Source: an optimization exercise on an open RTL-to-GDS flow (aim: small area and a short achievable clock period). Production flows keep margins and buffers that such runs may drop.
In this exercise RTL edits were held to simulation tests only and were not proved equivalent to the original.

==> design/flow/config.mk <==
export PLATFORM = sky130hd
export DESIGN_NAME = axis_cordic
export DESIGN_NICKNAME = axis_cordic
export VERILOG_FILES = /design/flow/design.v
export SDC_FILE = /design/flow/constraint.sdc
export NUM_CORES = 4
export LEC_CHECK = 0
export CAP_MARGIN = 20
export CORE_MARGIN = 2
export CORE_UTILIZATION = 40
export SLEW_MARGIN = 20
==> design/flow/constraint.sdc <==
create_clock -name core_clock -period 5.0 [get_ports {aclk}]
set_input_delay 1.0000 -clock core_clock [delete_from_list [all_inputs] [get_ports {aclk}]]
set_output_delay 1.0000 -clock core_clock [all_outputs]
set_load 0.01 [all_outputs]
==> design/flow/design.v <==
module axis_cordic #
(
  parameter FREQ_WIDTH = 32,
  parameter IN_WIDTH   = 18,  
  parameter EXTRA_BITS = 5   
)
(
  input wire aresetn,
  input wire aclk,
  input signed [FREQ_WIDTH-1:0] frequency,
  input signed [IN_WIDTH-1:0] in_data,
  output wire [47:0] m_axis_tdata,
  output wire m_axis_tvalid
);
localparam WR =  IN_WIDTH + EXTRA_BITS + 1;  
localparam WZ =  IN_WIDTH + EXTRA_BITS - 1;  
localparam STG = IN_WIDTH + EXTRA_BITS - 2;  
localparam WP = 32;                          
localparam WT = 32;
wire signed [WT-1:0] atan_table [1:WT-1];
assign atan_table[01] = 32'b00100101110010000000101000111011;  
assign atan_table[02] = 32'b00010011111101100111000010110111;  
assign atan_table[03] = 32'b00001010001000100010001110101000;  
assign atan_table[04] = 32'b00000101000101100001101010000110;  
assign atan_table[05] = 32'b00000010100010111010111111000011;  
assign atan_table[06] = 32'b00000001010001011110110000111101;  
assign atan_table[07] = 32'b00000000101000101111100010101010;  
assign atan_table[08] = 32'b00000000010100010111110010100111;  
assign atan_table[09] = 32'b00000000001010001011111001011101;  
assign atan_table[10] = 32'b00000000000101000101111100110000;  
assign atan_table[11] = 32'b00000000000010100010111110011000;  
assign atan_table[12] = 32'b00000000000001010001011111001100;  
assign atan_table[13] = 32'b00000000000000101000101111100110;  
assign atan_table[14] = 32'b00000000000000010100010111110011;  
assign atan_table[15] = 32'b00000000000000001010001011111010;  
assign atan_table[16] = 32'b00000000000000000101000101111101;  
assign atan_table[17] = 32'b00000000000000000010100010111110;  
assign atan_table[18] = 32'b00000000000000000001010001011111;  
assign atan_table[19] = 32'b00000000000000000000101000110000;  
assign atan_table[20] = 32'b00000000000000000000010100011000;  
assign atan_table[21] = 32'b00000000000000000000001010001100;  
assign atan_table[22] = 32'b00000000000000000000000101000110;  
assign atan_table[23] = 32'b00000000000000000000000010100011;  
assign atan_table[24] = 32'b00000000000000000000000001010001;  
assign atan_table[25] = 32'b00000000000000000000000000101001;  
assign atan_table[26] = 32'b00000000000000000000000000010100;  
assign atan_table[27] = 32'b00000000000000000000000000001010;  
assign atan_table[28] = 32'b00000000000000000000000000000101;  
assign atan_table[29] = 32'b00000000000000000000000000000011;  
assign atan_table[30] = 32'b00000000000000000000000000000001;  
assign atan_table[31] = 32'b00000000000000000000000000000001;  
reg [WP-1:0] freq_r;         
reg [WP-1:0] phase;          
reg          rst_d;          
reg [IN_WIDTH-1:0] d_r;      
reg [4:0]    cnt;            
wire         live = (cnt == STG);
always @(posedge aclk)
begin
  freq_r <= frequency;
  rst_d  <= !aresetn;
  d_r    <= in_data;
  phase  <= rst_d ? {WP{1'b0}} : phase + freq_r;
  cnt    <= !aresetn ? 5'd0 : (live ? cnt : cnt + 5'd1);
end
reg signed [WR-1:0] X [1:STG-1];
reg signed [WR-1:0] Y [1:STG-1];
reg        [WZ-1:0] Z [1:STG-2];
wire ax_neg = phase[WP-1] ^ phase[WP-2];
wire ay_neg = phase[WP-1];
wire sg_neg = phase[WP-3];            
wire big_x  = ~(ax_neg ^ ay_neg ^ sg_neg);
wire big_y  = ~big_x;
wire [19:0] d_ext = {{2{d_r[IN_WIDTH-1]}}, d_r};
wire [19:0] d4    = {d_r, 2'b00};
wire [19:0] x1a = big_x ? (d4 ^ {20{ax_neg}}) : 20'd0;
wire [19:0] x1b = d_ext ^ {20{big_x ^ ax_neg}};
wire        x1c = big_x | ax_neg;
wire [19:0] y1a = big_y ? (d4 ^ {20{ay_neg}}) : 20'd0;
wire [19:0] y1b = d_ext ^ {20{big_y ^ ay_neg}};
wire        y1c = big_y | ay_neg;
wire [20:0] x1s = {x1a, 1'b1} + {x1b, x1c};
wire [20:0] y1s = {y1a, 1'b1} + {y1b, y1c};
wire        zs0  = ~phase[WP-3];
wire [WZ-2:0] z0 = {~phase[WP-3], phase[WP-4:WP-WZ-1]};
wire [WZ-2:0] at0 = atan_table[1][WT-2:WT-WZ] + atan_table[1][WT-WZ-1];
wire [WZ-1:0] z1s = {z0, 1'b1} + {at0 ^ {(WZ-1){~zs0}}, ~zs0};
always @(posedge aclk)
begin
  X[1] <= {x1s[20:1], 4'b0000};
  Y[1] <= {y1s[20:1], 4'b0000};
  Z[1][WZ-2:0] <= z1s[WZ-1:1];
end
genvar n;
generate
  for (n=1; n<=(STG-2); n=n+1)
    begin : stages
    wire signed [WR-1:0] X_shr = {{(n+1){X[n][WR-1]}}, X[n][WR-1:n+1]};
    wire signed [WR-1:0] Y_shr = {{(n+1){Y[n][WR-1]}}, Y[n][WR-1:n+1]};
    wire Z_sign = Z[n][WZ-1-n];
    wire m = ~Z_sign;
    wire [WR:0] xs = {X[n], 1'b1} + {Y_shr ^ {WR{m}}, Y[n][n] ^ m};
    wire [WR:0] ys = {Y[n], 1'b1} + {X_shr ^ {WR{Z_sign}}, X[n][n] ^ Z_sign};
    always @(posedge aclk)
    begin
      X[n+1] <= xs[WR:1];
      Y[n+1] <= ys[WR:1];
    end
    if (n < STG-2)
      begin : angles
      wire [WZ-2-n:0] atan = atan_table[n+1][WT-2-n:WT-WZ] + atan_table[n+1][WT-WZ-1];
      wire [WZ-1-n:0] zs = {Z[n][WZ-2-n:0], 1'b1} + {atan ^ {(WZ-1-n){m}}, m};
      always @(posedge aclk)
        Z[n+1][WZ-2-n:0] <= zs[WZ-1-n:1];
      end
    end
endgenerate
assign m_axis_tdata[23:0]  = X[STG-1] & {WR{live}};
assign m_axis_tdata[47:24] = Y[STG-1] & {WR{live}};
assign m_axis_tvalid = 1;                        
endmodule
==> design/flow/run.sh <==
#!/bin/bash
# synth_recipe.tcl (not shown) runs the flow's synth.tcl, then flattens the netlist and writes it again
# the make line also repeats each setting of config.mk as NAME=value (left out here)
make -C /OpenROAD-flow-scripts/flow DESIGN_CONFIG=/design/flow/config.mk WORK_HOME=/design/flow/orfs CLKGATE_MAP_FILE= SYNTH_SCRIPT=/design/flow/synth_recipe.tcl finish
==> out/metrics.cfg <==
[outcome]
status = finished clean

[clocking]
clk_latency_ns = 0.79
post_cts_buffers = 0
clk_path_buf_depth = 3
htreeDepth = 4
cts.sinks = 1262
cts-root-buf = clkbuf_16
clkTransAtPathRegs_ns = 0.06
hold_buffers = 0
cts_buffers = 145
cts_tree = built
cts-resized-gates = 0

[critical_path]
path_cells = buf_4, xnor2_1, ha_1, and2_1, and3_1, a32oi_1, a31oi_1, a21oi_1, a21oi_1, a21boi_0, o31ai_1, xor2_1
start_kind = flip-flop
path_max_fanout = 17
worst-r2r-setup-slack_ns = 1.00
cp_data_arrival_time_ns = 4.66
critPathKind = reg -> reg
setup.worst_path.end_class = flip-flop
cpMostUsedCell = a21oi_1
critPathSlowestCell = dfxtp_1
slowest_delay_ns = 0.86
required_ns = 5.66

[timing]
worst_slew_pin_slew_ns = 0.944
finalSetupViolCount = 0
hold_viol = 0
fin_crit_sh_pct = 79.9
tns_ns = 0
finClkSkew_ns = 0.0246
drv_slew = 0
slew_headroom_pct = 36.6
fmax_mhz = 250
rsz0062_at_grt = false
whs_ns = 0.512
fin_crit_ns = 4.00

[synthesis]
synth_top_cell_by_area = dfxtp_1
synth_warnings = 4
syn_avg_cell_area_um2 = 8.86
syn_area_mm2 = 0.0865
synth.yosys.seq_area_share_pct = 29.2
async_reset_ff_share_pct = 0
ys_ff_latch = 1262
synth-edff-count = 0
synth_nets = 11000
ys_types = 104
synth_top_area_share_pct = 29.2
synthTopCellsByArea = dfxtp_1, ha_1, xnor2_1
synth_flop_cell = dfxtp_1
syn_inst = 9764

[floorplanning]
initial_core_util_pct = 40.3
core_area_mm2 = 0.215
fp.dieW_um = 469
die_area_mm2 = 0.220
io_pins = 101
fp.dieH_um = 469
fp-row-count = 170

[global_route]
grt_pass1_wl_mm = 337
antenna_found_initial = 3
first_global_vias = 66000
grtUsageTotal_pct = 18.5
grt_overflow_total = 0
grt_start_max_net_pins = 58

[drt]
wirelength_mm = 209
routedWlPerCell_um = 16.2
drc = 0
first_iter_violations = 4105
num_vias = 69200
final_antenna_net_count = 0
viasPerCell = 5.37
firstDrtPassIters = 8

[cells_and_area]
drive_gt1_share_pct = 4.30
fill_cells = 20800
post-route-cell-area_mm2 = 0.0960
area_growth_pct = 11.0
nets = 11200
diodes = 0

[place]
io_buffers = 99
placed_cell_area_mm2 = 0.0909
gp_congestion = 0.882
dpl.hpwl_mm = 167

[min_path]
min_path_type = reg -> reg

[flow_run]
max-cap-violations = 0

-- layout make-up --
class,instances,area [um2],share of cell area [%]
Clock buffer,199,4140,4.31
Multi-Input combinational cell,7937,59100,61.5
Tap cell,2838,3550,3.70
Sequential cell,1262,25300,26.3
Clock inverter,67,871,0.907
Inverter,422,1580,1.65
Timing Repair Buffer,162,1490,1.55
-- cell families (layout without fill, tap and decap cells) --
logic type,after synthesis,count (layout),share of synthesized area (%)
AND/OR/NAND/NOR,2346,2346,13.2
flip-flops,1262,1262,29.2
XOR/XNOR,1583,1583,16.1
multiplexers,14,14,0.165
buffers and inverters,565,850,2.52
AO/OA/AOI/OAI,2780,2780,20.8
other,1,1,0.00434
adder cells (fa/ha/maj),1213,1213,17.9
-- path summary, 6_finish.rpt --
path / start / end / cells past startpoint
worst max register to register: Z[13][8] / X[14][22] / 12
worst min register to register: cnt[4] / cnt[4] / 2
worst min-delay path: cnt[4] / cnt[4] / 2
worst max-delay path: Z[13][8] / X[14][22] / 12
-- sequential cells by signal, indices dropped and copies added, names as in the netlist --
signal / flops
d_r: 18
Y: 474
phase: 32
Z: 226
rst_d: 1
freq_r: 32
X: 474
cnt: 5
-- cells in the mapped netlist, drive strengths merged (36+ instances only) --
cell type  instances
fa                46
nand2            507
a21oi            904
a211oi            89
o31ai             44
nor2             681
buf               66
nor2b            135
o21ai            488
a21boi            38
xor2             562
o21bai            95
nand2b           114
clkbuf            77
o21a             195
nand3            192
ha              1167
o31a              36
nand4             73
o211ai            63
inv              422
a21o             378
xnor2           1021
and2              77
and3             174
dfxtp           1262
a31oi             99
a211o             46
or3               53
nor3             180
-- routing by layer --
| layer | global-route usage, % | up-vias | routed length [um] |
|---|---|---|---|
| met5 | 0 | - | 0 |
| met1 | 26.1 | 32400 | 104000 |
| li1 | - | 35400 | - |
| met4 | 4.18 | 0 | 3940 |
| met3 | 2.25 | 262 | 8090 |
| met2 | 29.9 | 1212 | 92900 |
-- layout by cell type, fill, tap and decap left out, types with 148 or more instances in the layout --
cell and n:
a21o_1 376, a21oi_1 902, and3_1 174, clkbuf_16 148
dfxtp_1 1249, ha_1 1167, inv_1 421, nand2_1 507
nand3_1 192, nor2_1 681, nor3_1 180, o21a_1 195
o21ai_0 450, xnor2_1 1016, xor2_1 557
-- through the flow --
| step | utilization (%) | cells | worst slack, ns |
|---|---|---|---|
| global route | 44.7 | 12900 | 0.600 |
| detailed placement | 42.3 | 12600 | 1.01 |
| floorplan | - | 9764 | 0.818 |
| global placement | 42.3 | 12600 | 1.05 |
| CTS | 44.7 | 12900 | 1.00 |
| finish | 44.7 | 12900 | 1.00 |
-- critical path: cells and delay by family (launching register included) --
family	cells	cell delay, ns
AO/OA/AOI/OAI	6	1.56
AND/OR/NAND/NOR	2	0.41
XOR/XNOR	2	0.33
adder cells (fa/ha/maj)	1	0.30
buffers and inverters	1	0.39
flip-flops	1	0.86

## what the ideal ports hide
The flow's constraints put no driver on any port. The routed layout listed below was extracted and timed again, unchanged, in two steps. Step 1, drivers: a clkbuf_16 drives aclk and a buf_2 each remaining input, both assumed. Step 2, shift: input delay + t, output delay - t, t = (earliest + latest rising clock arrival at the registers) / 2. This alone moves slack from input paths to output paths. a / b / c = ideal / step 1 / step 2; a / b = the first two.
shift t [ns]: 0.867
setup WS [ns]: 1.005 / 1.005 / 1.005
slew at the worst register clock pin (ns): 0.07 / 0.07
worst data-port slew with drivers (ns): 0.07
pins driven straight from the clock port: 1
After both steps setup and hold are still met in this run. The setup slack of this run moves by 0.000 ns with the drivers and by 0.000 ns with both steps.
